Context: an optimization exercise on an open-source flow, tuned for small area and a short achievable clock period. The choices shown serve that exercise and are no tape-out recipe.
Only simulation tests tie the RTL to the original design; equivalence was not proved.

<file path="design/flow/config.mk">
export PLATFORM = sky130hd
export DESIGN_NAME = processor
export DESIGN_NICKNAME = processor
export VERILOG_FILES = /design/flow/design.v
export SDC_FILE = /design/flow/constraint.sdc
export NUM_CORES = 4
export LEC_CHECK = 0
export CAP_MARGIN = 20
export CORE_MARGIN = 2
export CORE_UTILIZATION = 60
export SLEW_MARGIN = 20
export SYNTH_HIERARCHICAL = 1
</file>
<file path="design/flow/constraint.sdc">
create_clock -name core_clock -period 42.0 [get_ports {clk}]
set_input_delay 8.4000 -clock core_clock [delete_from_list [all_inputs] [get_ports {clk}]]
set_output_delay 8.4000 -clock core_clock [all_outputs]
set_load 0.01 [all_outputs]
</file>
<file path="design/flow/standard.sh">
#!/bin/bash
# synth_recipe.tcl (not shown) runs the flow's synth.tcl, then flattens the netlist and writes it again
# the make line also repeats each setting of config.mk as NAME=value (left out here)
make -C /OpenROAD-flow-scripts/flow DESIGN_CONFIG=/design/flow/config.mk WORK_HOME=/design/flow/orfs CLKGATE_MAP_FILE= SYNTH_SCRIPT=/design/flow/synth_recipe.tcl "${@:-finish}"
</file>
<file path="design/flow/flow/run.sh">
#!/bin/bash
# Standard layout, with plain buf_1 cells as the buffers that every input and output port gets,
# and timing repair asked to keep 26 ns of setup slack (a 16 ns path) so that the resizer
# buffers and sizes the critical path instead of leaving minimum-size gates on it.
set -euo pipefail
export BUFFER_PORTS_ARGS="-buffer_cell sky130_fd_sc_hd__buf_1"
export SETUP_SLACK_MARGIN=26
bash standard.sh > standard.log 2>&1
</file>
<file path="design/flow/design.v">
module processor(clk, rst, i_dataValid, i_packet, o_answer);
  input clk;
  input rst;
  input i_dataValid;
  input [31:0] i_packet;
  output reg [31:0] o_answer;
  reg [6:0] rf;
  reg f;
  wire dir = i_packet[31];
  wire [30:0] v;
  wire [3:0] g;
  gctl uc0 (.vld(i_dataValid), .rst(rst), .g(g[0]));
  gctl uc1 (.vld(i_dataValid), .rst(rst), .g(g[1]));
  gctl uc2 (.vld(i_dataValid), .rst(rst), .g(g[2]));
  gctl uc3 (.vld(i_dataValid), .rst(rst), .g(g[3]));
  gate8 ug0 (.d(i_packet[7:0]), .g(g[0]), .q(v[7:0]));
  gate8 ug1 (.d(i_packet[15:8]), .g(g[1]), .q(v[15:8]));
  gate8 ug2 (.d(i_packet[23:16]), .g(g[2]), .q(v[23:16]));
  gate8 ug3 (.d({1'b0, i_packet[30:24]}), .g(g[3]), .q({nc_unused, v[30:24]}));
  wire nc_unused;
  wire [31:0] a = o_answer;
  wire [6:0] rneg = (rf == 7'd0) ? 7'd0 : 7'd100 - rf;
  wire [6:0] rin1 = f ? rf : rneg;        
  wire [6:0] rin0 = f ? rneg : rf;        
  wire [6:0] rin = dir ? rin1 : rin0;
  wire [9:0] c0 = v[11:2];
  wire [9:0] c1 = v[21:12];
  wire [8:0] c2 = v[30:22];
  wire [9:0] c1n = ~c1;
  wire [8:0] c2n = ~c2;
  wire [2:0] uq = {1'b0, v[1:0]} + {1'b0, rin[1:0]};
  wire cc = uq[2];
  wire ns_1, nc_2;
  fa uns_1 (.a(c0[7]), .b(c1n[7]), .c(c2[7]), .s(ns_1), .co(nc_2));
  wire ns_3, nc_4;
  fa uns_3 (.a(c0[8]), .b(c1n[8]), .c(c2[8]), .s(ns_3), .co(nc_4));
  wire ns_5, nc_6;
  ha uns_5 (.a(nc_2), .b(ns_3), .s(ns_5), .co(nc_6));
  wire ns_7, nc_8;
  fa uns_7 (.a(c0[9]), .b(c1n[9]), .c(nc_4), .s(ns_7), .co(nc_8));
  wire ns_9, nc_10;
  ha uns_9 (.a(nc_6), .b(ns_7), .s(ns_9), .co(nc_10));
  wire ns_11, nc_12;
  ha uns_11 (.a(nc_8), .b(nc_10), .s(ns_11), .co(nc_12));
  wire ns_13, nc_14;
  fa uns_13 (.a(c0[0]), .b(c1n[0]), .c(c2[0]), .s(ns_13), .co(nc_14));
  wire ns_15, nc_16;
  fa uns_15 (.a(rin[2]), .b(cc), .c(ns_1), .s(ns_15), .co(nc_16));
  wire ns_17, nc_18;
  xn2 uns_17 (.a(c0[1]), .b(c1n[1]), .y(ns_17));
  or2m unc_18 (.a(c0[1]), .b(c1n[1]), .y(nc_18));
  wire ns_19, nc_20;
  fa uns_19 (.a(c2[1]), .b(rin[3]), .c(ns_17), .s(ns_19), .co(nc_20));
  wire ns_21, nc_22;
  fa uns_21 (.a(nc_14), .b(ns_1), .c(ns_19), .s(ns_21), .co(nc_22));
  wire ns_23, nc_24;
  ha uns_23 (.a(ns_5), .b(nc_16), .s(ns_23), .co(nc_24));
  wire ns_25, nc_26;
  fa uns_25 (.a(c0[2]), .b(c1n[2]), .c(c2[2]), .s(ns_25), .co(nc_26));
  wire ns_27, nc_28;
  fa uns_27 (.a(rin[4]), .b(nc_18), .c(ns_25), .s(ns_27), .co(nc_28));
  wire ns_29, nc_30;
  fa uns_29 (.a(nc_20), .b(ns_5), .c(ns_27), .s(ns_29), .co(nc_30));
  wire ns_31, nc_32;
  fa uns_31 (.a(nc_22), .b(nc_24), .c(ns_9), .s(ns_31), .co(nc_32));
  wire ns_33, nc_34;
  fa uns_33 (.a(c0[3]), .b(c1n[3]), .c(c2[3]), .s(ns_33), .co(nc_34));
  wire ns_35, nc_36;
  fa uns_35 (.a(rin[5]), .b(nc_26), .c(ns_33), .s(ns_35), .co(nc_36));
  wire ns_37, nc_38;
  fa uns_37 (.a(nc_28), .b(ns_35), .c(ns_9), .s(ns_37), .co(nc_38));
  wire ns_39, nc_40;
  fa uns_39 (.a(nc_30), .b(ns_11), .c(nc_32), .s(ns_39), .co(nc_40));
  wire ns_41, nc_42;
  fa uns_41 (.a(c0[4]), .b(c1n[4]), .c(c2[4]), .s(ns_41), .co(nc_42));
  wire ns_43, nc_44;
  fa uns_43 (.a(rin[6]), .b(nc_34), .c(ns_41), .s(ns_43), .co(nc_44));
  wire ns_45, nc_46;
  fa uns_45 (.a(nc_36), .b(ns_43), .c(nc_12), .s(ns_45), .co(nc_46));
  wire ns_47, nc_48;
  fa uns_47 (.a(ns_11), .b(nc_38), .c(ns_45), .s(ns_47), .co(nc_48));
  wire ns_49, nc_50;
  fa uns_49 (.a(c0[5]), .b(c1n[5]), .c(c2[5]), .s(ns_49), .co(nc_50));
  wire ns_51, nc_52;
  fa uns_51 (.a(nc_42), .b(ns_49), .c(nc_44), .s(ns_51), .co(nc_52));
  wire ns_53, nc_54;
  fa uns_53 (.a(nc_12), .b(ns_51), .c(nc_46), .s(ns_53), .co(nc_54));
  wire ns_55, nc_56;
  fa uns_55 (.a(c0[6]), .b(c1n[6]), .c(c2[6]), .s(ns_55), .co(nc_56));
  wire ns_57, nc_58;
  fa uns_57 (.a(nc_50), .b(ns_55), .c(nc_52), .s(ns_57), .co(nc_58));
  wire ng_59, np_60;
  ha unp_60 (.a(ns_13), .b(ns_15), .s(np_60), .co(ng_59));
  wire ng_61, np_62;
  ha unp_62 (.a(ns_21), .b(ns_23), .s(np_62), .co(ng_61));
  wire ng_63, np_64;
  ha unp_64 (.a(ns_29), .b(ns_31), .s(np_64), .co(ng_63));
  wire ng_65, np_66;
  ha unp_66 (.a(ns_37), .b(ns_39), .s(np_66), .co(ng_65));
  wire ng_67, np_68;
  ha unp_68 (.a(nc_40), .b(ns_47), .s(np_68), .co(ng_67));
  wire ng_69, np_70;
  ha unp_70 (.a(nc_48), .b(ns_53), .s(np_70), .co(ng_69));
  wire ng_71, np_72;
  ha unp_72 (.a(ns_57), .b(nc_54), .s(np_72), .co(ng_71));
  wire ng_73, np_74;
  ha unp_74 (.a(nc_56), .b(nc_58), .s(np_74), .co(ng_73));
  wire nG_75 = ng_61 | (np_62 & ng_59);
  wire nP_76 = np_62 & np_60;
  wire nG_77 = ng_65 | (np_66 & ng_63);
  wire nP_78 = np_66 & np_64;
  wire nG_79 = ng_69 | (np_70 & ng_67);
  wire nP_80 = np_70 & np_68;
  wire nG_81 = ng_73 | (np_74 & ng_71);
  wire nP_82 = np_74 & np_72;
  wire nG_83 = ng_63 | (np_64 & nG_75);
  wire nP_84 = np_64 & nP_76;
  wire nG_85 = nG_77 | (nP_78 & nG_75);
  wire nP_86 = nP_78 & nP_76;
  wire nG_87 = ng_71 | (np_72 & nG_79);
  wire nP_88 = np_72 & nP_80;
  wire nG_89 = nG_81 | (nP_82 & nG_79);
  wire nP_90 = nP_82 & nP_80;
  wire nG_91 = ng_67 | (np_68 & nG_85);
  wire nP_92 = np_68 & nP_86;
  wire nG_93 = nG_79 | (nP_80 & nG_85);
  wire nP_94 = nP_80 & nP_86;
  wire nG_95 = nG_87 | (nP_88 & nG_85);
  wire nP_96 = nP_88 & nP_86;
  wire nG_97 = nG_89 | (nP_90 & nG_85);
  wire nP_98 = nP_90 & nP_86;
  wire no_99;
  xr2 uno_99 (.a(np_62), .b(ng_59), .y(no_99));
  wire no_100;
  xr2 uno_100 (.a(np_64), .b(nG_75), .y(no_100));
  wire no_101;
  xr2 uno_101 (.a(np_66), .b(nG_83), .y(no_101));
  wire no_102;
  xr2 uno_102 (.a(np_68), .b(nG_85), .y(no_102));
  wire no_103;
  xr2 uno_103 (.a(np_70), .b(nG_91), .y(no_103));
  wire no_104;
  xr2 uno_104 (.a(np_72), .b(nG_93), .y(no_104));
  wire no_105;
  xr2 uno_105 (.a(np_74), .b(nG_95), .y(no_105));
  wire [8:0] fp = {nG_97, no_105, no_104, no_103, no_102, no_101, no_100, no_99, np_60};
  wire [4:0] rr;
  ftab utab (.f(fp[8:4]), .rr(rr));
  wire [5:0] s = {1'b0, rr} + {2'b0, fp[3:0]};
  wire [4:0] ry = (s >= 6'd25) ? s[4:0] + 5'd7 : s[4:0];
  wire [6:0] m = {ry, uq[1:0]};
  wire ng_106, np_107;
  ha unp_107 (.a(c1[0]), .b(c2n[0]), .s(np_107), .co(ng_106));
  wire ng_108, np_109;
  ha unp_109 (.a(c1[1]), .b(c2n[1]), .s(np_109), .co(ng_108));
  wire ng_110, np_111;
  ha unp_111 (.a(c1[2]), .b(c2n[2]), .s(np_111), .co(ng_110));
  wire ng_112, np_113;
  ha unp_113 (.a(c1[3]), .b(c2n[3]), .s(np_113), .co(ng_112));
  wire ng_114, np_115;
  ha unp_115 (.a(c1[4]), .b(c2n[4]), .s(np_115), .co(ng_114));
  wire ng_116, np_117;
  ha unp_117 (.a(c1[5]), .b(c2n[5]), .s(np_117), .co(ng_116));
  wire ng_118, np_119;
  ha unp_119 (.a(c1[6]), .b(c2n[6]), .s(np_119), .co(ng_118));
  wire ng_120, np_121;
  ha unp_121 (.a(c1[7]), .b(c2n[7]), .s(np_121), .co(ng_120));
  wire ng_122, np_123;
  ha unp_123 (.a(c1[8]), .b(c2n[8]), .s(np_123), .co(ng_122));
  wire nG_124 = ng_108 | (np_109 & ng_106);
  wire nP_125 = np_109 & np_107;
  wire nG_126 = ng_112 | (np_113 & ng_110);
  wire nP_127 = np_113 & np_111;
  wire nG_128 = ng_116 | (np_117 & ng_114);
  wire nP_129 = np_117 & np_115;
  wire nG_130 = ng_120 | (np_121 & ng_118);
  wire nP_131 = np_121 & np_119;
  wire nG_132 = c1[9] & ng_122;
  wire nP_133 = c1[9] & np_123;
  wire nG_134 = ng_110 | (np_111 & nG_124);
  wire nP_135 = np_111 & nP_125;
  wire nG_136 = nG_126 | (nP_127 & nG_124);
  wire nP_137 = nP_127 & nP_125;
  wire nG_138 = ng_118 | (np_119 & nG_128);
  wire nP_139 = np_119 & nP_129;
  wire nG_140 = nG_130 | (nP_131 & nG_128);
  wire nP_141 = nP_131 & nP_129;
  wire nG_142 = ng_114 | (np_115 & nG_136);
  wire nP_143 = np_115 & nP_137;
  wire nG_144 = nG_128 | (nP_129 & nG_136);
  wire nP_145 = nP_129 & nP_137;
  wire nG_146 = nG_138 | (nP_139 & nG_136);
  wire nP_147 = nP_139 & nP_137;
  wire nG_148 = nG_140 | (nP_141 & nG_136);
  wire nP_149 = nP_141 & nP_137;
  wire nG_150 = ng_122 | (np_123 & nG_148);
  wire nP_151 = np_123 & nP_149;
  wire nG_152 = nG_132 | (nP_133 & nG_148);
  wire nP_153 = nP_133 & nP_149;
  wire no_154 = ~np_107;
  wire nG_155 = ng_106 | np_107;
  wire no_156;
  xr2 uno_156 (.a(np_109), .b(nG_155), .y(no_156));
  wire nG_157 = nG_124 | nP_125;
  wire no_158;
  xr2 uno_158 (.a(np_111), .b(nG_157), .y(no_158));
  wire nG_159 = nG_134 | nP_135;
  wire no_160;
  xr2 uno_160 (.a(np_113), .b(nG_159), .y(no_160));
  wire nG_161 = nG_136 | nP_137;
  wire no_162;
  xr2 uno_162 (.a(np_115), .b(nG_161), .y(no_162));
  wire nG_163 = nG_142 | nP_143;
  wire no_164;
  xr2 uno_164 (.a(np_117), .b(nG_163), .y(no_164));
  wire nG_165 = nG_144 | nP_145;
  wire no_166;
  xr2 uno_166 (.a(np_119), .b(nG_165), .y(no_166));
  wire nG_167 = nG_146 | nP_147;
  wire no_168;
  xr2 uno_168 (.a(np_121), .b(nG_167), .y(no_168));
  wire nG_169 = nG_148 | nP_149;
  wire no_170;
  xr2 uno_170 (.a(np_123), .b(nG_169), .y(no_170));
  wire nG_171 = nG_150 | nP_151;
  wire no_172;
  xr2 uno_172 (.a(c1[9]), .b(nG_171), .y(no_172));
  wire nG_173 = nG_152 | nP_153;
  wire ns_174 = ~no_99;
  wire ns_175, nc_176;
  fa uns_175 (.a(np_60), .b(no_99), .c(no_100), .s(ns_175), .co(nc_176));
  wire ns_177, nc_178;
  fa uns_177 (.a(no_99), .b(no_101), .c(nc_176), .s(ns_177), .co(nc_178));
  wire ns_179, nc_180;
  fa uns_179 (.a(no_100), .b(no_102), .c(nc_178), .s(ns_179), .co(nc_180));
  wire ns_181, nc_182;
  fa uns_181 (.a(no_101), .b(nG_97), .c(no_103), .s(ns_181), .co(nc_182));
  wire ns_183, nc_184;
  ha uns_183 (.a(no_102), .b(no_104), .s(ns_183), .co(nc_184));
  wire ns_185, nc_186;
  xn2 uns_185 (.a(a[0]), .b(no_154), .y(ns_185));
  or2m unc_186 (.a(a[0]), .b(no_154), .y(nc_186));
  wire ns_187, nc_188;
  fa uns_187 (.a(ns_1), .b(ns_185), .c(no_103), .s(ns_187), .co(nc_188));
  wire ns_189, nc_190;
  ha uns_189 (.a(no_105), .b(nc_184), .s(ns_189), .co(nc_190));
  wire ns_191, nc_192;
  xn2 uns_191 (.a(a[1]), .b(nc_186), .y(ns_191));
  or2m unc_192 (.a(a[1]), .b(nc_186), .y(nc_192));
  wire ns_193, nc_194;
  fa uns_193 (.a(no_156), .b(ns_5), .c(ns_191), .s(ns_193), .co(nc_194));
  wire ns_195, nc_196;
  fa uns_195 (.a(ns_193), .b(nG_97), .c(no_104), .s(ns_195), .co(nc_196));
  wire ns_197, nc_198;
  ha uns_197 (.a(nc_188), .b(nc_190), .s(ns_197), .co(nc_198));
  wire ns_199, nc_200;
  xn2 uns_199 (.a(a[2]), .b(ns_1), .y(ns_199));
  or2m unc_200 (.a(a[2]), .b(ns_1), .y(nc_200));
  wire ns_201, nc_202;
  fa uns_201 (.a(ns_199), .b(nc_192), .c(no_158), .s(ns_201), .co(nc_202));
  wire ns_203, nc_204;
  fa uns_203 (.a(ns_9), .b(nc_194), .c(ns_201), .s(ns_203), .co(nc_204));
  wire ns_205, nc_206;
  fa uns_205 (.a(ns_203), .b(no_105), .c(nc_196), .s(ns_205), .co(nc_206));
  wire ns_207, nc_208;
  fa uns_207 (.a(a[3]), .b(no_154), .c(nc_200), .s(ns_207), .co(nc_208));
  wire ns_209, nc_210;
  fa uns_209 (.a(ns_5), .b(no_160), .c(ns_207), .s(ns_209), .co(nc_210));
  wire ns_211, nc_212;
  fa uns_211 (.a(nc_202), .b(ns_11), .c(ns_209), .s(ns_211), .co(nc_212));
  wire ns_213, nc_214;
  fa uns_213 (.a(nc_204), .b(ns_211), .c(nG_97), .s(ns_213), .co(nc_214));
  wire ns_215, nc_216;
  xn2 uns_215 (.a(a[4]), .b(no_156), .y(ns_215));
  or2m unc_216 (.a(a[4]), .b(no_156), .y(nc_216));
  wire ns_217, nc_218;
  fa uns_217 (.a(ns_215), .b(no_162), .c(nc_208), .s(ns_217), .co(nc_218));
  wire ns_219, nc_220;
  fa uns_219 (.a(ns_9), .b(nc_12), .c(nc_210), .s(ns_219), .co(nc_220));
  wire ns_221, nc_222;
  fa uns_221 (.a(ns_217), .b(nc_212), .c(ns_219), .s(ns_221), .co(nc_222));
  wire ns_223, nc_224;
  fa uns_223 (.a(a[5]), .b(no_154), .c(no_158), .s(ns_223), .co(nc_224));
  wire ns_225, nc_226;
  fa uns_225 (.a(nc_216), .b(no_164), .c(ns_223), .s(ns_225), .co(nc_226));
  wire ns_227, nc_228;
  fa uns_227 (.a(ns_11), .b(nc_218), .c(ns_225), .s(ns_227), .co(nc_228));
  wire ns_229, nc_230;
  ha uns_229 (.a(nc_220), .b(ns_227), .s(ns_229), .co(nc_230));
  wire ns_231, nc_232;
  xn2 uns_231 (.a(a[6]), .b(no_156), .y(ns_231));
  or2m unc_232 (.a(a[6]), .b(no_156), .y(nc_232));
  wire ns_233, nc_234;
  fa uns_233 (.a(ns_231), .b(no_160), .c(no_166), .s(ns_233), .co(nc_234));
  wire ns_235, nc_236;
  fa uns_235 (.a(nc_224), .b(nc_12), .c(ns_233), .s(ns_235), .co(nc_236));
  wire ns_237, nc_238;
  fa uns_237 (.a(nc_226), .b(ns_235), .c(nc_228), .s(ns_237), .co(nc_238));
  wire ns_239, nc_240;
  xn2 uns_239 (.a(a[7]), .b(no_158), .y(ns_239));
  or2m unc_240 (.a(a[7]), .b(no_158), .y(nc_240));
  wire ns_241, nc_242;
  fa uns_241 (.a(nc_232), .b(no_162), .c(ns_239), .s(ns_241), .co(nc_242));
  wire ns_243, nc_244;
  fa uns_243 (.a(no_168), .b(ns_241), .c(nc_234), .s(ns_243), .co(nc_244));
  wire ns_245, nc_246;
  ha uns_245 (.a(nc_236), .b(ns_243), .s(ns_245), .co(nc_246));
  wire ns_247, nc_248;
  xn2 uns_247 (.a(a[8]), .b(no_160), .y(ns_247));
  or2m unc_248 (.a(a[8]), .b(no_160), .y(nc_248));
  wire ns_249, nc_250;
  fa uns_249 (.a(nc_240), .b(no_170), .c(no_164), .s(ns_249), .co(nc_250));
  wire ns_251, nc_252;
  fa uns_251 (.a(ns_247), .b(nc_242), .c(ns_249), .s(ns_251), .co(nc_252));
  wire ns_253, nc_254;
  ha uns_253 (.a(nc_244), .b(ns_251), .s(ns_253), .co(nc_254));
  wire ns_255, nc_256;
  fa uns_255 (.a(a[9]), .b(no_162), .c(no_166), .s(ns_255), .co(nc_256));
  wire ns_257, nc_258;
  fa uns_257 (.a(nc_248), .b(no_172), .c(nc_250), .s(ns_257), .co(nc_258));
  wire ns_259, nc_260;
  fa uns_259 (.a(ns_255), .b(nc_252), .c(ns_257), .s(ns_259), .co(nc_260));
  wire ns_261, nc_262;
  xn2 uns_261 (.a(a[10]), .b(c2[0]), .y(ns_261));
  or2m unc_262 (.a(a[10]), .b(c2[0]), .y(nc_262));
  wire ns_263, nc_264;
  fa uns_263 (.a(ns_261), .b(nG_173), .c(no_168), .s(ns_263), .co(nc_264));
  wire ns_265, nc_266;
  fa uns_265 (.a(no_164), .b(nc_256), .c(ns_263), .s(ns_265), .co(nc_266));
  wire ns_267, nc_268;
  ha uns_267 (.a(nc_258), .b(ns_265), .s(ns_267), .co(nc_268));
  wire ns_269, nc_270;
  xn2 uns_269 (.a(a[11]), .b(c2[1]), .y(ns_269));
  or2m unc_270 (.a(a[11]), .b(c2[1]), .y(nc_270));
  wire ns_271, nc_272;
  fa uns_271 (.a(nc_262), .b(ns_269), .c(no_170), .s(ns_271), .co(nc_272));
  wire ns_273, nc_274;
  fa uns_273 (.a(no_166), .b(nc_264), .c(ns_271), .s(ns_273), .co(nc_274));
  wire ns_275, nc_276;
  ha uns_275 (.a(nc_266), .b(ns_273), .s(ns_275), .co(nc_276));
  wire ns_277, nc_278;
  fa uns_277 (.a(a[12]), .b(c2[2]), .c(nc_270), .s(ns_277), .co(nc_278));
  wire ns_279, nc_280;
  fa uns_279 (.a(ns_277), .b(no_168), .c(no_172), .s(ns_279), .co(nc_280));
  wire ns_281, nc_282;
  fa uns_281 (.a(nc_272), .b(ns_279), .c(nc_274), .s(ns_281), .co(nc_282));
  wire ns_283, nc_284;
  xn2 uns_283 (.a(a[13]), .b(c2[0]), .y(ns_283));
  or2m unc_284 (.a(a[13]), .b(c2[0]), .y(nc_284));
  wire ns_285, nc_286;
  fa uns_285 (.a(c2[3]), .b(ns_283), .c(nc_278), .s(ns_285), .co(nc_286));
  wire ns_287, nc_288;
  fa uns_287 (.a(ns_285), .b(nG_173), .c(no_170), .s(ns_287), .co(nc_288));
  wire ns_289, nc_290;
  ha uns_289 (.a(ns_287), .b(nc_280), .s(ns_289), .co(nc_290));
  wire ns_291, nc_292;
  fa uns_291 (.a(a[14]), .b(c2[1]), .c(c2[4]), .s(ns_291), .co(nc_292));
  wire ns_293, nc_294;
  fa uns_293 (.a(nc_284), .b(ns_291), .c(nc_286), .s(ns_293), .co(nc_294));
  wire ns_295, nc_296;
  fa uns_295 (.a(no_172), .b(ns_293), .c(nc_288), .s(ns_295), .co(nc_296));
  wire ns_297, nc_298;
  xn2 uns_297 (.a(a[15]), .b(c2[0]), .y(ns_297));
  or2m unc_298 (.a(a[15]), .b(c2[0]), .y(nc_298));
  wire ns_299, nc_300;
  fa uns_299 (.a(c2[2]), .b(c2[5]), .c(ns_297), .s(ns_299), .co(nc_300));
  wire ns_301, nc_302;
  fa uns_301 (.a(nc_292), .b(ns_299), .c(nG_173), .s(ns_301), .co(nc_302));
  wire ns_303, nc_304;
  ha uns_303 (.a(nc_294), .b(ns_301), .s(ns_303), .co(nc_304));
  wire ns_305, nc_306;
  xn2 uns_305 (.a(a[16]), .b(c2[1]), .y(ns_305));
  or2m unc_306 (.a(a[16]), .b(c2[1]), .y(nc_306));
  wire ns_307, nc_308;
  fa uns_307 (.a(c2[3]), .b(c2[6]), .c(nc_298), .s(ns_307), .co(nc_308));
  wire ns_309, nc_310;
  fa uns_309 (.a(ns_305), .b(nc_300), .c(ns_307), .s(ns_309), .co(nc_310));
  wire ns_311, nc_312;
  ha uns_311 (.a(ns_309), .b(nc_302), .s(ns_311), .co(nc_312));
  wire ns_313, nc_314;
  xn2 uns_313 (.a(a[17]), .b(c2[2]), .y(ns_313));
  or2m unc_314 (.a(a[17]), .b(c2[2]), .y(nc_314));
  wire ns_315, nc_316;
  fa uns_315 (.a(c2[4]), .b(c2[7]), .c(nc_306), .s(ns_315), .co(nc_316));
  wire ns_317, nc_318;
  fa uns_317 (.a(ns_313), .b(nc_308), .c(ns_315), .s(ns_317), .co(nc_318));
  wire ns_319, nc_320;
  ha uns_319 (.a(nc_310), .b(ns_317), .s(ns_319), .co(nc_320));
  wire ns_321, nc_322;
  xn2 uns_321 (.a(a[18]), .b(c2[3]), .y(ns_321));
  or2m unc_322 (.a(a[18]), .b(c2[3]), .y(nc_322));
  wire ns_323, nc_324;
  fa uns_323 (.a(c2[5]), .b(c2[8]), .c(nc_314), .s(ns_323), .co(nc_324));
  wire ns_325, nc_326;
  fa uns_325 (.a(ns_321), .b(nc_316), .c(ns_323), .s(ns_325), .co(nc_326));
  wire ns_327, nc_328;
  ha uns_327 (.a(nc_318), .b(ns_325), .s(ns_327), .co(nc_328));
  wire ns_329, nc_330;
  xn2 uns_329 (.a(a[19]), .b(c2[4]), .y(ns_329));
  or2m unc_330 (.a(a[19]), .b(c2[4]), .y(nc_330));
  wire ns_331, nc_332;
  fa uns_331 (.a(c2[6]), .b(nc_322), .c(ns_329), .s(ns_331), .co(nc_332));
  wire ns_333, nc_334;
  fa uns_333 (.a(nc_324), .b(ns_331), .c(nc_326), .s(ns_333), .co(nc_334));
  wire ns_335, nc_336;
  xn2 uns_335 (.a(a[20]), .b(c2[5]), .y(ns_335));
  or2m unc_336 (.a(a[20]), .b(c2[5]), .y(nc_336));
  wire ns_337, nc_338;
  fa uns_337 (.a(c2[7]), .b(nc_330), .c(ns_335), .s(ns_337), .co(nc_338));
  wire ns_339, nc_340;
  ha uns_339 (.a(nc_332), .b(ns_337), .s(ns_339), .co(nc_340));
  wire ns_341, nc_342;
  xn2 uns_341 (.a(a[21]), .b(c2[6]), .y(ns_341));
  or2m unc_342 (.a(a[21]), .b(c2[6]), .y(nc_342));
  wire ns_343, nc_344;
  fa uns_343 (.a(c2[8]), .b(nc_336), .c(ns_341), .s(ns_343), .co(nc_344));
  wire ns_345, nc_346;
  ha uns_345 (.a(nc_338), .b(ns_343), .s(ns_345), .co(nc_346));
  wire ns_347, nc_348;
  xn2 uns_347 (.a(a[22]), .b(c2[7]), .y(ns_347));
  or2m unc_348 (.a(a[22]), .b(c2[7]), .y(nc_348));
  wire ns_349, nc_350;
  fa uns_349 (.a(nc_342), .b(ns_347), .c(nc_344), .s(ns_349), .co(nc_350));
  wire ns_351, nc_352;
  xn2 uns_351 (.a(a[23]), .b(c2[8]), .y(ns_351));
  or2m unc_352 (.a(a[23]), .b(c2[8]), .y(nc_352));
  wire ns_353, nc_354;
  ha uns_353 (.a(nc_348), .b(ns_351), .s(ns_353), .co(nc_354));
  wire ns_355, nc_356;
  xn2 uns_355 (.a(a[24]), .b(nc_352), .y(ns_355));
  or2m unc_356 (.a(a[24]), .b(nc_352), .y(nc_356));
  wire ns_357 = ~a[25];
  wire ns_358 = ~a[26];
  wire ns_359 = ~a[27];
  wire ns_360 = ~a[28];
  wire ns_361 = ~a[29];
  wire ns_362 = ~a[30];
  wire ns_363 = ~a[31];
  wire ng_364, np_365;
  ha unp_365 (.a(np_60), .b(no_101), .s(np_365), .co(ng_364));
  wire ng_366, np_367;
  ha unp_367 (.a(ns_174), .b(no_102), .s(np_367), .co(ng_366));
  wire ng_368, np_369;
  ha unp_369 (.a(ns_175), .b(no_103), .s(np_369), .co(ng_368));
  wire ng_370, np_371;
  ha unp_371 (.a(ns_177), .b(no_104), .s(np_371), .co(ng_370));
  wire ng_372, np_373;
  ha unp_373 (.a(no_105), .b(ns_179), .s(np_373), .co(ng_372));
  wire ng_374, np_375;
  ha unp_375 (.a(nc_180), .b(ns_181), .s(np_375), .co(ng_374));
  wire ng_376, np_377;
  ha unp_377 (.a(ns_183), .b(nc_182), .s(np_377), .co(ng_376));
  wire ng_378, np_379;
  ha unp_379 (.a(ns_187), .b(ns_189), .s(np_379), .co(ng_378));
  wire ng_380, np_381;
  ha unp_381 (.a(ns_195), .b(ns_197), .s(np_381), .co(ng_380));
  wire ng_382, np_383;
  ha unp_383 (.a(nc_198), .b(ns_205), .s(np_383), .co(ng_382));
  wire ng_384, np_385;
  ha unp_385 (.a(ns_213), .b(nc_206), .s(np_385), .co(ng_384));
  wire ng_386, np_387;
  ha unp_387 (.a(ns_221), .b(nc_214), .s(np_387), .co(ng_386));
  wire ng_388, np_389;
  ha unp_389 (.a(nc_222), .b(ns_229), .s(np_389), .co(ng_388));
  wire ng_390, np_391;
  ha unp_391 (.a(nc_230), .b(ns_237), .s(np_391), .co(ng_390));
  wire ng_392, np_393;
  ha unp_393 (.a(ns_245), .b(nc_238), .s(np_393), .co(ng_392));
  wire ng_394, np_395;
  ha unp_395 (.a(nc_246), .b(ns_253), .s(np_395), .co(ng_394));
  wire ng_396, np_397;
  ha unp_397 (.a(nc_254), .b(ns_259), .s(np_397), .co(ng_396));
  wire ng_398, np_399;
  ha unp_399 (.a(ns_267), .b(nc_260), .s(np_399), .co(ng_398));
  wire ng_400, np_401;
  ha unp_401 (.a(nc_268), .b(ns_275), .s(np_401), .co(ng_400));
  wire ng_402, np_403;
  ha unp_403 (.a(nc_276), .b(ns_281), .s(np_403), .co(ng_402));
  wire ng_404, np_405;
  ha unp_405 (.a(ns_289), .b(nc_282), .s(np_405), .co(ng_404));
  wire ng_406, np_407;
  ha unp_407 (.a(nc_290), .b(ns_295), .s(np_407), .co(ng_406));
  wire ng_408, np_409;
  ha unp_409 (.a(ns_303), .b(nc_296), .s(np_409), .co(ng_408));
  wire ng_410, np_411;
  ha unp_411 (.a(nc_304), .b(ns_311), .s(np_411), .co(ng_410));
  wire ng_412, np_413;
  ha unp_413 (.a(ns_319), .b(nc_312), .s(np_413), .co(ng_412));
  wire ng_414, np_415;
  ha unp_415 (.a(nc_320), .b(ns_327), .s(np_415), .co(ng_414));
  wire ng_416, np_417;
  ha unp_417 (.a(nc_328), .b(ns_333), .s(np_417), .co(ng_416));
  wire ng_418, np_419;
  ha unp_419 (.a(ns_339), .b(nc_334), .s(np_419), .co(ng_418));
  wire ng_420, np_421;
  ha unp_421 (.a(nc_340), .b(ns_345), .s(np_421), .co(ng_420));
  wire ng_422, np_423;
  ha unp_423 (.a(nc_346), .b(ns_349), .s(np_423), .co(ng_422));
  wire ng_424, np_425;
  ha unp_425 (.a(ns_353), .b(nc_350), .s(np_425), .co(ng_424));
  wire ng_426, np_427;
  ha unp_427 (.a(ns_355), .b(nc_354), .s(np_427), .co(ng_426));
  wire ng_428, np_429;
  ha unp_429 (.a(ns_357), .b(nc_356), .s(np_429), .co(ng_428));
  wire ng_430, np_431;
  ha unp_431 (.a(a[25]), .b(ns_358), .s(np_431), .co(ng_430));
  wire ng_432, np_433;
  ha unp_433 (.a(a[26]), .b(ns_359), .s(np_433), .co(ng_432));
  wire ng_434, np_435;
  ha unp_435 (.a(a[27]), .b(ns_360), .s(np_435), .co(ng_434));
  wire ng_436, np_437;
  ha unp_437 (.a(a[28]), .b(ns_361), .s(np_437), .co(ng_436));
  wire ng_438, np_439;
  ha unp_439 (.a(a[29]), .b(ns_362), .s(np_439), .co(ng_438));
  wire ng_440, np_441;
  ha unp_441 (.a(a[30]), .b(ns_363), .s(np_441), .co(ng_440));
  wire nG_442 = ng_366 | (np_367 & ng_364);
  wire nP_443 = np_367 & np_365;
  wire nG_444 = ng_370 | (np_371 & ng_368);
  wire nP_445 = np_371 & np_369;
  wire nG_446 = ng_374 | (np_375 & ng_372);
  wire nP_447 = np_375 & np_373;
  wire nG_448 = ng_378 | (np_379 & ng_376);
  wire nP_449 = np_379 & np_377;
  wire nG_450 = ng_382 | (np_383 & ng_380);
  wire nP_451 = np_383 & np_381;
  wire nG_452 = ng_386 | (np_387 & ng_384);
  wire nP_453 = np_387 & np_385;
  wire nG_454 = ng_390 | (np_391 & ng_388);
  wire nP_455 = np_391 & np_389;
  wire nG_456 = ng_394 | (np_395 & ng_392);
  wire nP_457 = np_395 & np_393;
  wire nG_458 = ng_398 | (np_399 & ng_396);
  wire nP_459 = np_399 & np_397;
  wire nG_460 = ng_402 | (np_403 & ng_400);
  wire nP_461 = np_403 & np_401;
  wire nG_462 = ng_406 | (np_407 & ng_404);
  wire nP_463 = np_407 & np_405;
  wire nG_464 = ng_410 | (np_411 & ng_408);
  wire nP_465 = np_411 & np_409;
  wire nG_466 = ng_414 | (np_415 & ng_412);
  wire nP_467 = np_415 & np_413;
  wire nG_468 = ng_418 | (np_419 & ng_416);
  wire nP_469 = np_419 & np_417;
  wire nG_470 = ng_422 | (np_423 & ng_420);
  wire nP_471 = np_423 & np_421;
  wire nG_472 = ng_426 | (np_427 & ng_424);
  wire nP_473 = np_427 & np_425;
  wire nG_474 = ng_430 | (np_431 & ng_428);
  wire nP_475 = np_431 & np_429;
  wire nG_476 = ng_434 | (np_435 & ng_432);
  wire nP_477 = np_435 & np_433;
  wire nG_478 = ng_438 | (np_439 & ng_436);
  wire nP_479 = np_439 & np_437;
  wire nG_480 = ng_368 | (np_369 & nG_442);
  wire nP_481 = np_369 & nP_443;
  wire nG_482 = nG_444 | (nP_445 & nG_442);
  wire nP_483 = nP_445 & nP_443;
  wire nG_484 = ng_376 | (np_377 & nG_446);
  wire nP_485 = np_377 & nP_447;
  wire nG_486 = nG_448 | (nP_449 & nG_446);
  wire nP_487 = nP_449 & nP_447;
  wire nG_488 = ng_384 | (np_385 & nG_450);
  wire nP_489 = np_385 & nP_451;
  wire nG_490 = nG_452 | (nP_453 & nG_450);
  wire nP_491 = nP_453 & nP_451;
  wire nG_492 = ng_392 | (np_393 & nG_454);
  wire nP_493 = np_393 & nP_455;
  wire nG_494 = nG_456 | (nP_457 & nG_454);
  wire nP_495 = nP_457 & nP_455;
  wire nG_496 = ng_400 | (np_401 & nG_458);
  wire nP_497 = np_401 & nP_459;
  wire nG_498 = nG_460 | (nP_461 & nG_458);
  wire nP_499 = nP_461 & nP_459;
  wire nG_500 = ng_408 | (np_409 & nG_462);
  wire nP_501 = np_409 & nP_463;
  wire nG_502 = nG_464 | (nP_465 & nG_462);
  wire nP_503 = nP_465 & nP_463;
  wire nG_504 = ng_416 | (np_417 & nG_466);
  wire nP_505 = np_417 & nP_467;
  wire nG_506 = nG_468 | (nP_469 & nG_466);
  wire nP_507 = nP_469 & nP_467;
  wire nG_508 = ng_424 | (np_425 & nG_470);
  wire nP_509 = np_425 & nP_471;
  wire nG_510 = nG_472 | (nP_473 & nG_470);
  wire nP_511 = nP_473 & nP_471;
  wire nG_512 = ng_432 | (np_433 & nG_474);
  wire nP_513 = np_433 & nP_475;
  wire nG_514 = nG_476 | (nP_477 & nG_474);
  wire nP_515 = nP_477 & nP_475;
  wire nG_516 = ng_440 | (np_441 & nG_478);
  wire nP_517 = np_441 & nP_479;
  wire nG_518 = ng_372 | (np_373 & nG_482);
  wire nP_519 = np_373 & nP_483;
  wire nG_520 = nG_446 | (nP_447 & nG_482);
  wire nP_521 = nP_447 & nP_483;
  wire nG_522 = nG_484 | (nP_485 & nG_482);
  wire nP_523 = nP_485 & nP_483;
  wire nG_524 = nG_486 | (nP_487 & nG_482);
  wire nP_525 = nP_487 & nP_483;
  wire nG_526 = ng_388 | (np_389 & nG_490);
  wire nP_527 = np_389 & nP_491;
  wire nG_528 = nG_454 | (nP_455 & nG_490);
  wire nP_529 = nP_455 & nP_491;
  wire nG_530 = nG_492 | (nP_493 & nG_490);
  wire nP_531 = nP_493 & nP_491;
  wire nG_532 = nG_494 | (nP_495 & nG_490);
  wire nP_533 = nP_495 & nP_491;
  wire nG_534 = ng_404 | (np_405 & nG_498);
  wire nP_535 = np_405 & nP_499;
  wire nG_536 = nG_462 | (nP_463 & nG_498);
  wire nP_537 = nP_463 & nP_499;
  wire nG_538 = nG_500 | (nP_501 & nG_498);
  wire nP_539 = nP_501 & nP_499;
  wire nG_540 = nG_502 | (nP_503 & nG_498);
  wire nP_541 = nP_503 & nP_499;
  wire nG_542 = ng_420 | (np_421 & nG_506);
  wire nP_543 = np_421 & nP_507;
  wire nG_544 = nG_470 | (nP_471 & nG_506);
  wire nP_545 = nP_471 & nP_507;
  wire nG_546 = nG_508 | (nP_509 & nG_506);
  wire nP_547 = nP_509 & nP_507;
  wire nG_548 = nG_510 | (nP_511 & nG_506);
  wire nP_549 = nP_511 & nP_507;
  wire nG_550 = ng_436 | (np_437 & nG_514);
  wire nP_551 = np_437 & nP_515;
  wire nG_552 = nG_478 | (nP_479 & nG_514);
  wire nP_553 = nP_479 & nP_515;
  wire nG_554 = nG_516 | (nP_517 & nG_514);
  wire nP_555 = nP_517 & nP_515;
  wire nG_556 = ng_380 | (np_381 & nG_524);
  wire nP_557 = np_381 & nP_525;
  wire nG_558 = nG_450 | (nP_451 & nG_524);
  wire nP_559 = nP_451 & nP_525;
  wire nG_560 = nG_488 | (nP_489 & nG_524);
  wire nP_561 = nP_489 & nP_525;
  wire nG_562 = nG_490 | (nP_491 & nG_524);
  wire nP_563 = nP_491 & nP_525;
  wire nG_564 = nG_526 | (nP_527 & nG_524);
  wire nP_565 = nP_527 & nP_525;
  wire nG_566 = nG_528 | (nP_529 & nG_524);
  wire nP_567 = nP_529 & nP_525;
  wire nG_568 = nG_530 | (nP_531 & nG_524);
  wire nP_569 = nP_531 & nP_525;
  wire nG_570 = nG_532 | (nP_533 & nG_524);
  wire nP_571 = nP_533 & nP_525;
  wire nG_572 = ng_412 | (np_413 & nG_540);
  wire nP_573 = np_413 & nP_541;
  wire nG_574 = nG_466 | (nP_467 & nG_540);
  wire nP_575 = nP_467 & nP_541;
  wire nG_576 = nG_504 | (nP_505 & nG_540);
  wire nP_577 = nP_505 & nP_541;
  wire nG_578 = nG_506 | (nP_507 & nG_540);
  wire nP_579 = nP_507 & nP_541;
  wire nG_580 = nG_542 | (nP_543 & nG_540);
  wire nP_581 = nP_543 & nP_541;
  wire nG_582 = nG_544 | (nP_545 & nG_540);
  wire nP_583 = nP_545 & nP_541;
  wire nG_584 = nG_546 | (nP_547 & nG_540);
  wire nP_585 = nP_547 & nP_541;
  wire nG_586 = nG_548 | (nP_549 & nG_540);
  wire nP_587 = nP_549 & nP_541;
  wire nG_588 = ng_396 | (np_397 & nG_570);
  wire nP_589 = np_397 & nP_571;
  wire nG_590 = nG_458 | (nP_459 & nG_570);
  wire nP_591 = nP_459 & nP_571;
  wire nG_592 = nG_496 | (nP_497 & nG_570);
  wire nP_593 = nP_497 & nP_571;
  wire nG_594 = nG_498 | (nP_499 & nG_570);
  wire nP_595 = nP_499 & nP_571;
  wire nG_596 = nG_534 | (nP_535 & nG_570);
  wire nP_597 = nP_535 & nP_571;
  wire nG_598 = nG_536 | (nP_537 & nG_570);
  wire nP_599 = nP_537 & nP_571;
  wire nG_600 = nG_538 | (nP_539 & nG_570);
  wire nP_601 = nP_539 & nP_571;
  wire nG_602 = nG_540 | (nP_541 & nG_570);
  wire nP_603 = nP_541 & nP_571;
  wire nG_604 = nG_572 | (nP_573 & nG_570);
  wire nP_605 = nP_573 & nP_571;
  wire nG_606 = nG_574 | (nP_575 & nG_570);
  wire nP_607 = nP_575 & nP_571;
  wire nG_608 = nG_576 | (nP_577 & nG_570);
  wire nP_609 = nP_577 & nP_571;
  wire nG_610 = nG_578 | (nP_579 & nG_570);
  wire nP_611 = nP_579 & nP_571;
  wire nG_612 = nG_580 | (nP_581 & nG_570);
  wire nP_613 = nP_581 & nP_571;
  wire nG_614 = nG_582 | (nP_583 & nG_570);
  wire nP_615 = nP_583 & nP_571;
  wire nG_616 = nG_584 | (nP_585 & nG_570);
  wire nP_617 = nP_585 & nP_571;
  wire nG_618 = nG_586 | (nP_587 & nG_570);
  wire nP_619 = nP_587 & nP_571;
  wire nG_620 = ng_428 | (np_429 & nG_618);
  wire nP_621 = np_429 & nP_619;
  wire nG_622 = nG_474 | (nP_475 & nG_618);
  wire nP_623 = nP_475 & nP_619;
  wire nG_624 = nG_512 | (nP_513 & nG_618);
  wire nP_625 = nP_513 & nP_619;
  wire nG_626 = nG_514 | (nP_515 & nG_618);
  wire nP_627 = nP_515 & nP_619;
  wire nG_628 = nG_550 | (nP_551 & nG_618);
  wire nP_629 = nP_551 & nP_619;
  wire nG_630 = nG_552 | (nP_553 & nG_618);
  wire nP_631 = nP_553 & nP_619;
  wire nG_632 = nG_554 | (nP_555 & nG_618);
  wire nP_633 = nP_555 & nP_619;
  wire no_634;
  xr2 uno_634 (.a(np_379), .b(nG_522), .y(no_634));
  wire no_635;
  xr2 uno_635 (.a(np_381), .b(nG_524), .y(no_635));
  wire no_636;
  xr2 uno_636 (.a(np_383), .b(nG_556), .y(no_636));
  wire no_637;
  xr2 uno_637 (.a(np_385), .b(nG_558), .y(no_637));
  wire no_638;
  xr2 uno_638 (.a(np_387), .b(nG_560), .y(no_638));
  wire no_639;
  xr2 uno_639 (.a(np_389), .b(nG_562), .y(no_639));
  wire no_640;
  xr2 uno_640 (.a(np_391), .b(nG_564), .y(no_640));
  wire no_641;
  xr2 uno_641 (.a(np_393), .b(nG_566), .y(no_641));
  wire no_642;
  xr2 uno_642 (.a(np_395), .b(nG_568), .y(no_642));
  wire no_643;
  xr2 uno_643 (.a(np_397), .b(nG_570), .y(no_643));
  wire no_644;
  xr2 uno_644 (.a(np_399), .b(nG_588), .y(no_644));
  wire no_645;
  xr2 uno_645 (.a(np_401), .b(nG_590), .y(no_645));
  wire no_646;
  xr2 uno_646 (.a(np_403), .b(nG_592), .y(no_646));
  wire no_647;
  xr2 uno_647 (.a(np_405), .b(nG_594), .y(no_647));
  wire no_648;
  xr2 uno_648 (.a(np_407), .b(nG_596), .y(no_648));
  wire no_649;
  xr2 uno_649 (.a(np_409), .b(nG_598), .y(no_649));
  wire no_650;
  xr2 uno_650 (.a(np_411), .b(nG_600), .y(no_650));
  wire no_651;
  xr2 uno_651 (.a(np_413), .b(nG_602), .y(no_651));
  wire no_652;
  xr2 uno_652 (.a(np_415), .b(nG_604), .y(no_652));
  wire no_653;
  xr2 uno_653 (.a(np_417), .b(nG_606), .y(no_653));
  wire no_654;
  xr2 uno_654 (.a(np_419), .b(nG_608), .y(no_654));
  wire no_655;
  xr2 uno_655 (.a(np_421), .b(nG_610), .y(no_655));
  wire no_656;
  xr2 uno_656 (.a(np_423), .b(nG_612), .y(no_656));
  wire no_657;
  xr2 uno_657 (.a(np_425), .b(nG_614), .y(no_657));
  wire no_658;
  xr2 uno_658 (.a(np_427), .b(nG_616), .y(no_658));
  wire no_659;
  xr2 uno_659 (.a(np_429), .b(nG_618), .y(no_659));
  wire no_660;
  xr2 uno_660 (.a(np_431), .b(nG_620), .y(no_660));
  wire no_661;
  xr2 uno_661 (.a(np_433), .b(nG_622), .y(no_661));
  wire no_662;
  xr2 uno_662 (.a(np_435), .b(nG_624), .y(no_662));
  wire no_663;
  xr2 uno_663 (.a(np_437), .b(nG_626), .y(no_663));
  wire no_664;
  xr2 uno_664 (.a(np_439), .b(nG_628), .y(no_664));
  wire no_665;
  xr2 uno_665 (.a(np_441), .b(nG_630), .y(no_665));
  wire [31:0] sum = {no_665, no_664, no_663, no_662, no_661, no_660, no_659, no_658, no_657, no_656, no_655, no_654, no_653, no_652, no_651, no_650, no_649, no_648, no_647, no_646, no_645, no_644, no_643, no_642, no_641, no_640, no_639, no_638, no_637, no_636, no_635, no_634};
  always @(posedge clk) begin
    o_answer <= rst ? 32'd0 : sum;
    rf <= rst ? 7'd50 : m;
    f <= dir;
  end
endmodule
module ftab(input [4:0] f, output [4:0] rr);
  assign rr[0] = (f == 5'd2) | (f == 5'd3) | (f == 5'd5) | (f == 5'd6) | (f == 5'd8) | (f == 5'd9) | (f == 5'd11) | (f == 5'd12) | (f == 5'd15) | (f == 5'd18) | (f == 5'd21) | (f == 5'd24) | (f == 5'd27) | (f == 5'd28) | (f == 5'd30) | (f == 5'd31);
  assign rr[1] = (f == 5'd2) | (f == 5'd3) | (f == 5'd4) | (f == 5'd8) | (f == 5'd9) | (f == 5'd10) | (f == 5'd15) | (f == 5'd16) | (f == 5'd17) | (f == 5'd21) | (f == 5'd22) | (f == 5'd23) | (f == 5'd27) | (f == 5'd28) | (f == 5'd29);
  assign rr[2] = (f == 5'd2) | (f == 5'd3) | (f == 5'd4) | (f == 5'd5) | (f == 5'd6) | (f == 5'd7) | (f == 5'd15) | (f == 5'd16) | (f == 5'd17) | (f == 5'd18) | (f == 5'd19) | (f == 5'd20) | (f == 5'd27) | (f == 5'd28) | (f == 5'd29) | (f == 5'd30) | (f == 5'd31);
  assign rr[3] = (f == 5'd4) | (f == 5'd7) | (f == 5'd10) | (f == 5'd13) | (f == 5'd14) | (f == 5'd15) | (f == 5'd18) | (f == 5'd21) | (f == 5'd24) | (f == 5'd29);
  assign rr[4] = (f == 5'd1) | (f == 5'd3) | (f == 5'd6) | (f == 5'd9) | (f == 5'd12) | (f == 5'd14) | (f == 5'd17) | (f == 5'd20) | (f == 5'd23) | (f == 5'd26) | (f == 5'd28) | (f == 5'd31);
endmodule
module gctl(input vld, input rst, output g);
  assign g = vld & ~rst;
endmodule
module gate8(input [7:0] d, input g, output [7:0] q);
  assign q = d & {8{g}};
endmodule
module fa(input a, input b, input c, output s, output co);
  assign s = a ^ b ^ c;
  assign co = (a & b) | (a & c) | (b & c);
endmodule
module ao21(input a, input b, input c, output y);
  assign y = a | (b & c);
endmodule
module xn2(input a, input b, output y);
  assign y = ~(a ^ b);
endmodule
module or2m(input a, input b, output y);
  assign y = a | b;
endmodule
module an2(input a, input b, output y);
  assign y = a & b;
endmodule
module xr2(input a, input b, output y);
  assign y = a ^ b;
endmodule
module ha(input a, input b, output s, output co);
  assign s = a ^ b;
  assign co = a & b;
endmodule
</file>
==> results of run 1 <==
[cell usage in the layout, fill, tap and decap left out, drive strengths merged, types with 29 or more instances in the layout]
master / instances
ha: 84
xnor2: 29
buf: 76
inv: 46
a21o: 39
nor2b: 39
dfxtp: 40
fa: 81
xor2: 51
and2: 32
[flip-flops by register name (all words and copies together), names as in the netlist]
signal,count
o_answer,32
rf,7
f,1
[worst max path at each step]
| stage | end | from | depth (start not counted) | slack, ns |
|---|---|---|---|---|
| after floorplan | o_answer[31] | i_packet[31] | 29 | 26.35 |
| final | o_answer[31] | rst | 30 | 26.36 |
| after global routing | o_answer[31] | rst | 30 | 25.99 |
| after CTS | o_answer[31] | rst | 28 | 26.06 |
| after detailed placement | o_answer[31] | rst | 28 | 25.39 |
| after global placement | o_answer[31] | rst | 28 | 25.58 |
[worst max-delay path: cells and delay by family]
family | cells | cell delay, ns
buffers and inverters | 3 | 0.38
AO/OA/AOI/OAI | 16 | 3.50
adder cells (fa/ha/maj) | 5 | 1.98
XOR/XNOR | 2 | 0.60
AND/OR/NAND/NOR | 4 | 0.99
[stage by stage]
step / cells / setup WS [ns]
5_1_grt: 823 / 25.99
2_1_floorplan: 613 / 26.35
4_1_cts: 817 / 26.06
3_3_place_gp: 808 / 25.58
6_report: 823 / 26.36
3_5_place_dp: 808 / 25.39
[routing by layer]
metal / share of wire / vias to the layer above / GRT usage
met5: 0 / - / 0
met4: 0.017 / 0 / 0.06762
met3: 0.027 / 17 / 0.02845
met2: 0.51 / 80 / 0.4590
met1: 0.44 / 2241 / 0.3337
li1: - / 2200 / -
[layout make-up]
type                       instances  area (µm²)  share of cell area
tap                              136       170.2             0.02509
multi-input combinational        516        5184              0.7642
clock buffer                       5       68.82             0.01015
timing repair buffer              77       344.1             0.05073
inverter                          46       172.7             0.02546
clock inverter                     3       42.54            0.006272
sequential                        40       800.8              0.1181
[what timing repair did]
item,in CTS,in global routing
resized for setup,6,10
pin swaps,1,2
gates cloned,0,0
endpoints found under the setup margin,6,13
hold buffers,0,0
hold endpoints to repair,0,0
buffers inserted,1,6
==> impl_metrics.py, run 1 <==
metrics = {
    "die": {
        "initial_utilization": 0.6090,
        "fp-row-count": 37,
        "core_um2": 10140,
        "die_area_um2": 11120,
        "io_pins": 67,
        "fp.dieH_um": 105.4,
        "die_x_um": 105.4,
    },
    "sta": {
        "setup_tns_ns": 0,
        "tightest_slew_ns": 0.6967,
        "hold_violations": 0,
        "fin_crit_ns": 15.64,
        "setup_viol": 0,
        "fin_hold_ws_ns": 0.7191,
        "max_clock_freq_mhz": 63.93,
        "finClkSkew_ns": 0.01557,
        "relSlewSlack": 0.5351,
        "rsz0062_at_grt": "false",
        "final_max_slew_viol_count": 0,
        "period_share": 0.3724,
    },
    "clocking": {
        "cts-root-buf": "clkbuf_8",
        "clock_latency_ns": 0.32,
        "cts.clk_slew.worst_paths_ns": 0.08,
        "h-tree-depth": 2,
        "cts_inserted_buffers": 5,
        "cts_max_path_buffers": 2,
        "cts_tree": "yes",
        "cts.sinks": 40,
    },
    "outcome": {
        "status": "finished clean",
    },
    "final_layout": {
        "fin_nets": 886,
        "design_area_um2": 6783,
        "layout-drive-gt1-share": 0.07278,
        "post-route-util": 0.6690,
        "area_growth_syn_to_layout_pct": 9.848,
        "n_antenna_cell": 0,
        "nFillCells": 849,
    },
    "hold_path": {
        "hold_start": "o_answer[31]",
        "hold_end": "o_answer[31]",
        "hold_path_class": "flip-flop to flip-flop",
        "hold-path-cell-count": 4,
    },
    "drt": {
        "vias_per_cell": 5.514,
        "ant_nets": 0,
        "vias": 4538,
        "totalWireLength_um": 13320,
        "firstDrtPassIters": 6,
        "drcViolationCount": 0,
        "wl_per_cell_um": 16.19,
        "drt_first_iter_violations": 122,
    },
    "grt": {
        "grt_overflow": 0,
        "grt_start_max_net_pins": 44,
        "grt_pass1_vias": 4791,
        "track_usage": 0.2579,
        "grt_pass1_wl_um": 22520,
        "grt_antenna_before_repair": 0,
    },
    "yosys": {
        "syn_avg_cell_area_um2": 10.07,
        "synth_area_um2": 6175,
        "ys_warn_count": 7,
        "synth_nets": 813,
        "syn_inst": 613,
    },
    "worst_setup_path": {
        "arrival_ns": 15.84,
        "slowest_delay_ns": 0.52,
        "crit_path_top_delay_cell": "fa_1",
        "crit_required_ns": 42.20,
        "r2r_setup_slack_ns": 34.17,
        "cp-start-kind": "input pin",
        "worstRegToRegCells": 29,
        "r2r-end": "o_answer[31]",
        "r2r-start": "rf[4]",
        "end_kind": "flip-flop",
        "worstPathMaxFanout": 43,
        "cpMostUsedCell": "a21o_1",
        "worstSetupPathType": "input pin to flip-flop",
    },
    "placement": {
        "place_area_um2": 6544,
        "hpwl_um": 11220,
        "io_buffers": 66,
        "gp_congestion": 0.9316,
    },
    "job": {
        "drv_cap": 0,
    },
}
==> inputs of run 2 (changes only) <==
--- a/design/flow/design.v
+++ b/design/flow/design.v
@@ -18,7 +18,7 @@
   gate8 ug2 (.d(i_packet[23:16]), .g(g[2]), .q(v[23:16]));
   gate8 ug3 (.d({1'b0, i_packet[30:24]}), .g(g[3]), .q({nc_unused, v[30:24]}));
   wire nc_unused;
-  wire [31:0] a = o_answer;
+  wire [31:0] a = o_answer & {32{~rst}};    
   wire [6:0] rneg = (rf == 7'd0) ? 7'd0 : 7'd100 - rf;
   wire [6:0] rin1 = f ? rf : rneg;        
   wire [6:0] rin0 = f ? rneg : rf;        
@@ -772,7 +772,7 @@
   xr2 uno_665 (.a(np_441), .b(nG_630), .y(no_665));
   wire [31:0] sum = {no_665, no_664, no_663, no_662, no_661, no_660, no_659, no_658, no_657, no_656, no_655, no_654, no_653, no_652, no_651, no_650, no_649, no_648, no_647, no_646, no_645, no_644, no_643, no_642, no_641, no_640, no_639, no_638, no_637, no_636, no_635, no_634};
   always @(posedge clk) begin
-    o_answer <= rst ? 32'd0 : sum;
+    o_answer <= sum;
     rf <= rst ? 7'd50 : m;
     f <= dir;
   end
==> run 2 against run 1 <==
  * Final cell count grew 0.24%
  * Global-route usage rose by 0.92 points
  * Flip-flop and latch count did not move
  * Clock-buffer cell count up 1
  * Non-clock buffer count down 5
  * Via count up 0.46%
  * First-iteration DRC count grew 140%
  * Final area is 0.52% lower
  * Utilization decreased by 0.65 points
  * Critical path type unchanged
  * Highest routed layer unchanged
==> impl_metrics.py, run 2 <==
metrics = {
    "final_layout": {
        "largest-register": "o_answer",
        "fin_nets": 888,
        "largest_registers": "o_answer (32), rf (7), f (1)",
        "area_growth_syn_to_layout_pct": 8.271,
        "final_common_cell": "ha_1",
        "n_antenna_cell": 0,
        "largest_reg_flops": 32,
        "layout-drive-gt1-share": 0.06531,
        "final_cell_mix": "82 x ha_1, 80 x fa_1, 65 x buf_1",
    },
    "grt": {
        "grt_overflow": 0,
        "track_usage": 0.2671,
        "grt_antenna_before_repair": 0,
        "grt_pass1_wl_um": 23240,
        "grt_pass1_vias": 4793,
        "grt_start_max_net_pins": 44,
    },
    "die": {
        "core_um2": 10180,
        "initial_utilization": 0.6119,
        "die_area_um2": 11220,
        "fp-row-count": 37,
        "fp.dieH_um": 105.9,
        "die_x_um": 105.9,
        "io_pins": 67,
    },
    "worst_setup_path": {
        "r2r_setup_slack_ns": 34.18,
        "cp-start-kind": "input pin",
        "crit_required_ns": 42.25,
        "worstSetupPathType": "input pin to flip-flop",
        "arrival_ns": 15.87,
        "worstPathMaxFanout": 43,
        "end_kind": "flip-flop",
    },
    "clocking": {
        "postCtsHoldBufs": 0,
        "cts.clk_slew.worst_paths_ns": 0.09,
        "cts-root-buf": "clkbuf_8",
        "cts_tree": "yes",
        "cts.sinks": 40,
        "cts_max_path_buffers": 2,
        "cts_inserted_buffers": 5,
        "h-tree-depth": 2,
        "clock_latency_ns": 0.32,
    },
    "yosys": {
        "synth_nets": 820,
        "synth_area_um2": 6232,
        "syn_inst": 620,
        "ys_warn_count": 7,
        "syn_avg_cell_area_um2": 10.05,
    },
    "sta": {
        "period_share": 0.3719,
        "max_clock_freq_mhz": 64.03,
        "hold_violations": 0,
        "finClkSkew_ns": 0.004866,
        "relSlewSlack": 0.5102,
        "fin_crit_ns": 15.62,
        "rsz0062_at_grt": "false",
        "fin_ws_ns": 26.38,
        "tightest_slew_ns": 0.7270,
        "setup_viol": 0,
        "final_max_slew_viol_count": 0,
        "setup_tns_ns": 0,
    },
    "drt": {
        "vias": 4559,
        "ant_nets": 0,
        "wl_per_cell_um": 16.96,
        "vias_per_cell": 5.526,
        "drt_first_iter_violations": 292,
        "totalWireLength_um": 13990,
        "drcViolationCount": 0,
        "firstDrtPassIters": 4,
    },
    "placement": {
        "hpwl_um": 11790,
        "io_buffers": 66,
        "post-place-ws_ns": 25.62,
        "gp_congestion": 0.8445,
    },
    "hold_path": {
        "hold_path_class": "flip-flop to flip-flop",
    },
    "outcome": {
        "status": "finished clean",
    },
    "job": {
        "drv_cap": 0,
    },
}
==> run 2: path summary, 6_finish.rpt <==
kind	startpoint	endpoint	cells past startpoint
setup reg to reg	rf[0]	o_answer[23]	28
hold reg to reg	o_answer[31]	o_answer[31]	3
hold / removal	o_answer[31]	o_answer[31]	3
setup / recovery	rst	o_answer[23]	27
==> run 2: worst max-delay path: stages <==
cell and delay, ns:
clkbuf_2 0.08, clkbuf_8 0.25, nor2b_4 0.19, and2_1 0.17, inv_1 0.06, fa_1 0.42
fa_1 0.50, ha_2 0.33, fa_1 0.40, fa_1 0.44, ha_1 0.32, a21o_1 0.19
a21o_1 0.20, a21o_1 0.19, a21o_1 0.21, a21o_4 0.30, fa_1 0.43, fa_1 0.47
ha_1 0.36, a21oi_1 0.08, o21ai_0 0.31, a21o_1 0.25, a21oi_4 0.10, o31ai_2 0.60
a211o_1 0.27, a31o_1 0.18, xor2_1 0.14
==> run 2: layer usage <==
layer,share of wire,global-route usage
met5,0,0
met4,0.018,0.07613
met3,0.029,0.03924
met2,0.51,0.4668
met1,0.45,0.3457
==> run 2: through the flow <==
| step | cell area (µm²) | cells | util | hold slack (ns) |
|---|---|---|---|---|
| 2_1_floorplan | 6232 | 620 | - | 0.6209 |
| 3_3_place_gp | 6609 | 816 | 0.6489 | 0.5949 |
| 3_5_place_dp | 6609 | 816 | 0.6489 | 0.6052 |
| 4_1_cts | 6705 | 824 | 0.6584 | 0.6179 |
| 5_1_grt | 6748 | 825 | 0.6625 | 0.6389 |
| 6_report | 6748 | 825 | 0.6625 | 0.6092 |
==> run 2: timing repair <==
action                                  4_1_cts  5_1_grt
cloned                                        0        0
buffers inserted                              0        1
gates resized for setup                       1       11
endpoints found under the setup margin        5       14
endpoints found under the hold margin         0        0
==> run 2: area by class of cell <==
cell class	instances	area (µm²)
Multi-Input combinational cell	529	5234
Fill cell	884	3437
Sequential cell	40	800.8
Timing Repair Buffer	72	300.3
Tap cell	136	170.2
Inverter	40	150.1
Clock buffer	6	82.58
Clock inverter	2	10.01
==> inputs of run 3 (changes only) <==
--- a/design/flow/design.v
+++ b/design/flow/design.v
@@ -18,7 +18,7 @@
   gate8 ug2 (.d(i_packet[23:16]), .g(g[2]), .q(v[23:16]));
   gate8 ug3 (.d({1'b0, i_packet[30:24]}), .g(g[3]), .q({nc_unused, v[30:24]}));
   wire nc_unused;
-  wire [31:0] a = o_answer & {32{~rst}};    
+  wire [31:0] a = o_answer;
   wire [6:0] rneg = (rf == 7'd0) ? 7'd0 : 7'd100 - rf;
   wire [6:0] rin1 = f ? rf : rneg;        
   wire [6:0] rin0 = f ? rneg : rf;        
@@ -772,7 +772,7 @@
   xr2 uno_665 (.a(np_441), .b(nG_630), .y(no_665));
   wire [31:0] sum = {no_665, no_664, no_663, no_662, no_661, no_660, no_659, no_658, no_657, no_656, no_655, no_654, no_653, no_652, no_651, no_650, no_649, no_648, no_647, no_646, no_645, no_644, no_643, no_642, no_641, no_640, no_639, no_638, no_637, no_636, no_635, no_634};
   always @(posedge clk) begin
-    o_answer <= sum;
+    o_answer <= rst ? 32'd0 : sum;
     rf <= rst ? 7'd50 : m;
     f <= dir;
   end
==> design/flow/flow/run.sh (replaced) <==
#!/bin/bash
# Standard layout, with plain buf_1 cells (instead of the default delay buffers) as the
# buffers that every input and output port gets.
set -euo pipefail
export BUFFER_PORTS_ARGS="-buffer_cell sky130_fd_sc_hd__buf_1"
bash standard.sh > standard.log 2>&1
==> run 3 against run 2 <==
  * Register-to-register slack worse by 0.62 ns
  * Largest cell class unchanged
  * Flip-flop and latch count unchanged
  * First-iteration DRC count down 58%
  * Area after synthesis down 0.92%
  * Routed wire length down 5.6%
  * Maximum frequency down 4.3%
  * Non-clock buffer count down 2
==> impl_metrics.py, run 3 <==
metrics = {
    "outcome": {
        "status": "finished clean",
    },
    "sta": {
        "fin_ws_ns": 25.67,
        "period_share": 0.3888,
        "hold_violations": 0,
        "relSlewSlack": 0.5303,
        "tightest_slew_ns": 0.7040,
        "setup_tns_ns": 0,
        "final_max_slew_viol_count": 0,
        "fin_crit_ns": 16.33,
        "setup_viol": 0,
        "rsz0062_at_grt": "false",
        "finClkSkew_ns": 0.01601,
        "max_clock_freq_mhz": 61.24,
    },
    "placement": {
        "post-place-ws_ns": 25.39,
        "place_area_um2": 6544,
        "gp_congestion": 0.9316,
        "io_buffers": 66,
        "hpwl_um": 11220,
    },
    "grt": {
        "busiest_layer": "met2",
        "grt_pass1_wl_um": 22450,
        "grt_overflow": 0,
        "met3_usage": 0.02845,
        "track_usage": 0.2575,
        "grt_start_max_net_pins": 44,
        "grt_pass1_vias": 4766,
        "met1_usage": 0.3352,
        "grt_antenna_before_repair": 0,
        "met2_usage": 0.4558,
    },
    "drt": {
        "drt_first_iter_violations": 123,
        "wl_per_cell_um": 16.19,
        "drcViolationCount": 0,
        "ant_nets": 0,
        "firstDrtPassIters": 4,
        "vias_per_cell": 5.515,
        "totalWireLength_um": 13210,
        "vias": 4500,
    },
    "hold_path": {
        "hold_start": "o_answer[31]",
        "hold-path-cell-count": 4,
        "hold_path_class": "flip-flop to flip-flop",
        "hold_end": "o_answer[31]",
    },
    "clocking": {
        "cts.sinks": 40,
        "cts_tree": "yes",
        "cts_max_path_buffers": 2,
        "clock_latency_ns": 0.32,
        "h-tree-depth": 2,
        "cts_resized": 0,
        "cts_inserted_buffers": 5,
        "post_cts_buffers": 0,
        "cts.clk_slew.worst_paths_ns": 0.08,
        "postCtsHoldBufs": 0,
        "cts-root-buf": "clkbuf_8",
    },
    "die": {
        "die_x_um": 105.4,
        "fp-row-count": 37,
        "fp.dieH_um": 105.4,
        "io_pins": 67,
        "initial_utilization": 0.6090,
        "die_area_um2": 11120,
        "core_um2": 10140,
    },
    "worst_setup_path": {
        "worstPathMaxFanout": 17,
        "slowest_delay_ns": 0.51,
        "end_kind": "flip-flop",
        "cpMostUsedCell": "fa_1",
        "r2r-start": "f",
        "cp-start-kind": "input pin",
        "worstSetupPathType": "input pin to flip-flop",
        "worstRegToRegCells": 29,
        "crit_path_top_delay_cell": "fa_1",
        "crit_family": "adder cells",
        "r2r-end": "o_answer[31]",
        "r2r_setup_slack_ns": 33.56,
        "worst-path-buf-inv": 1,
        "crit_required_ns": 42.18,
        "arrival_ns": 16.51,
    },
    "yosys": {
        "syn_avg_cell_area_um2": 10.07,
        "synth_nets": 813,
        "syn_inst": 613,
        "ys_warn_count": 7,
        "synth_area_um2": 6175,
    },
    "job": {
        "drv_cap": 0,
    },
    "final_layout": {
        "n_antenna_cell": 0,
        "final_cell_mix": "84 x ha_1, 81 x fa_1, 65 x buf_1",
        "fin_nets": 879,
        "layout-drive-gt1-share": 0.04853,
        "largest_registers": "o_answer (32), rf (7), f (1)",
        "area_growth_syn_to_layout_pct": 7.903,
        "final_common_cell": "ha_1",
        "largest-register": "o_answer",
        "design_area_um2": 6663,
        "largest_reg_flops": 32,
    },
}
==> run 3: final cells by class <==
class                   instances  area [µm²]
multi-input cells             516        5129
well taps                     136       170.2
fillers                       861        3476
repair buffers                 70       279.0
flip-flops and latches         40       800.8
inverters                      46       172.7
clock buffers                   5       68.82
clock inverters                 3       42.54
==> run 3: metal layers <==
metal  vias to the layer above  wire [µm]
li1                       2189          -
met1                      2219       5904
met2                        73       6767
met3                        19        306
met4                         0        236
met5                         -          0
==> run 3: how the worst max path moves through the flow <==
stage	from	depth (start not counted)	end
after global routing	i_packet[31]	30	o_answer[31]
after detailed placement	rst	28	o_answer[31]
after CTS	i_packet[31]	30	o_answer[31]
after floorplan	i_packet[31]	29	o_answer[31]
after global placement	rst	28	o_answer[31]
final	i_packet[31]	30	o_answer[31]
==> run 3: per-stage QoR <==
stage          std cells  hold slack (ns)    util
3_5_place_dp         808           0.7160  0.6454
3_3_place_gp         808           0.6857  0.6454
6_report             816           0.7178  0.6572
4_1_cts              816           0.7299  0.6564
5_1_grt              816           0.7432  0.6572
2_1_floorplan        613           0.6836       -
==> run 3: worst min-delay path, cell delays in order (launching register included) <==
cell and delay, ns:
dfxtp_1 0.32, inv_1 0.05, ha_1 0.13, xor2_1 0.06, nor2b_1 0.12

==> static timing again, ports no longer ideal <==
Ports are ideal in the flow. The routed layouts listed here were re-timed in OpenROAD.
Step 1: set_driving_cell puts a clkbuf_16 on clk and a buf_2 on each other input, an assumption about the parent block.
Step 2 times the ports against the registers' clock, not the clock port: input delays grow and output delays shrink by t, the midpoint of the rising clock arrivals with the driver on.
Three values: no drivers, after step 1, after step 2; two values: the first two.
run | t, ns | setup slack, ns | worst setup path at the end
run 1 | 0.349 | 26.359 / 26.373 / 26.024 | input to register
run 2 | 0.353 | 26.381 / 26.395 / 26.041 | input to register
run 3 | 0.347 | 25.672 / 25.683 / 25.336 | input to register
After both steps every run listed still meets setup and hold. The setup slack of run 2, which loses most, moves by +0.014 ns with the drivers and by -0.340 ns with both steps.
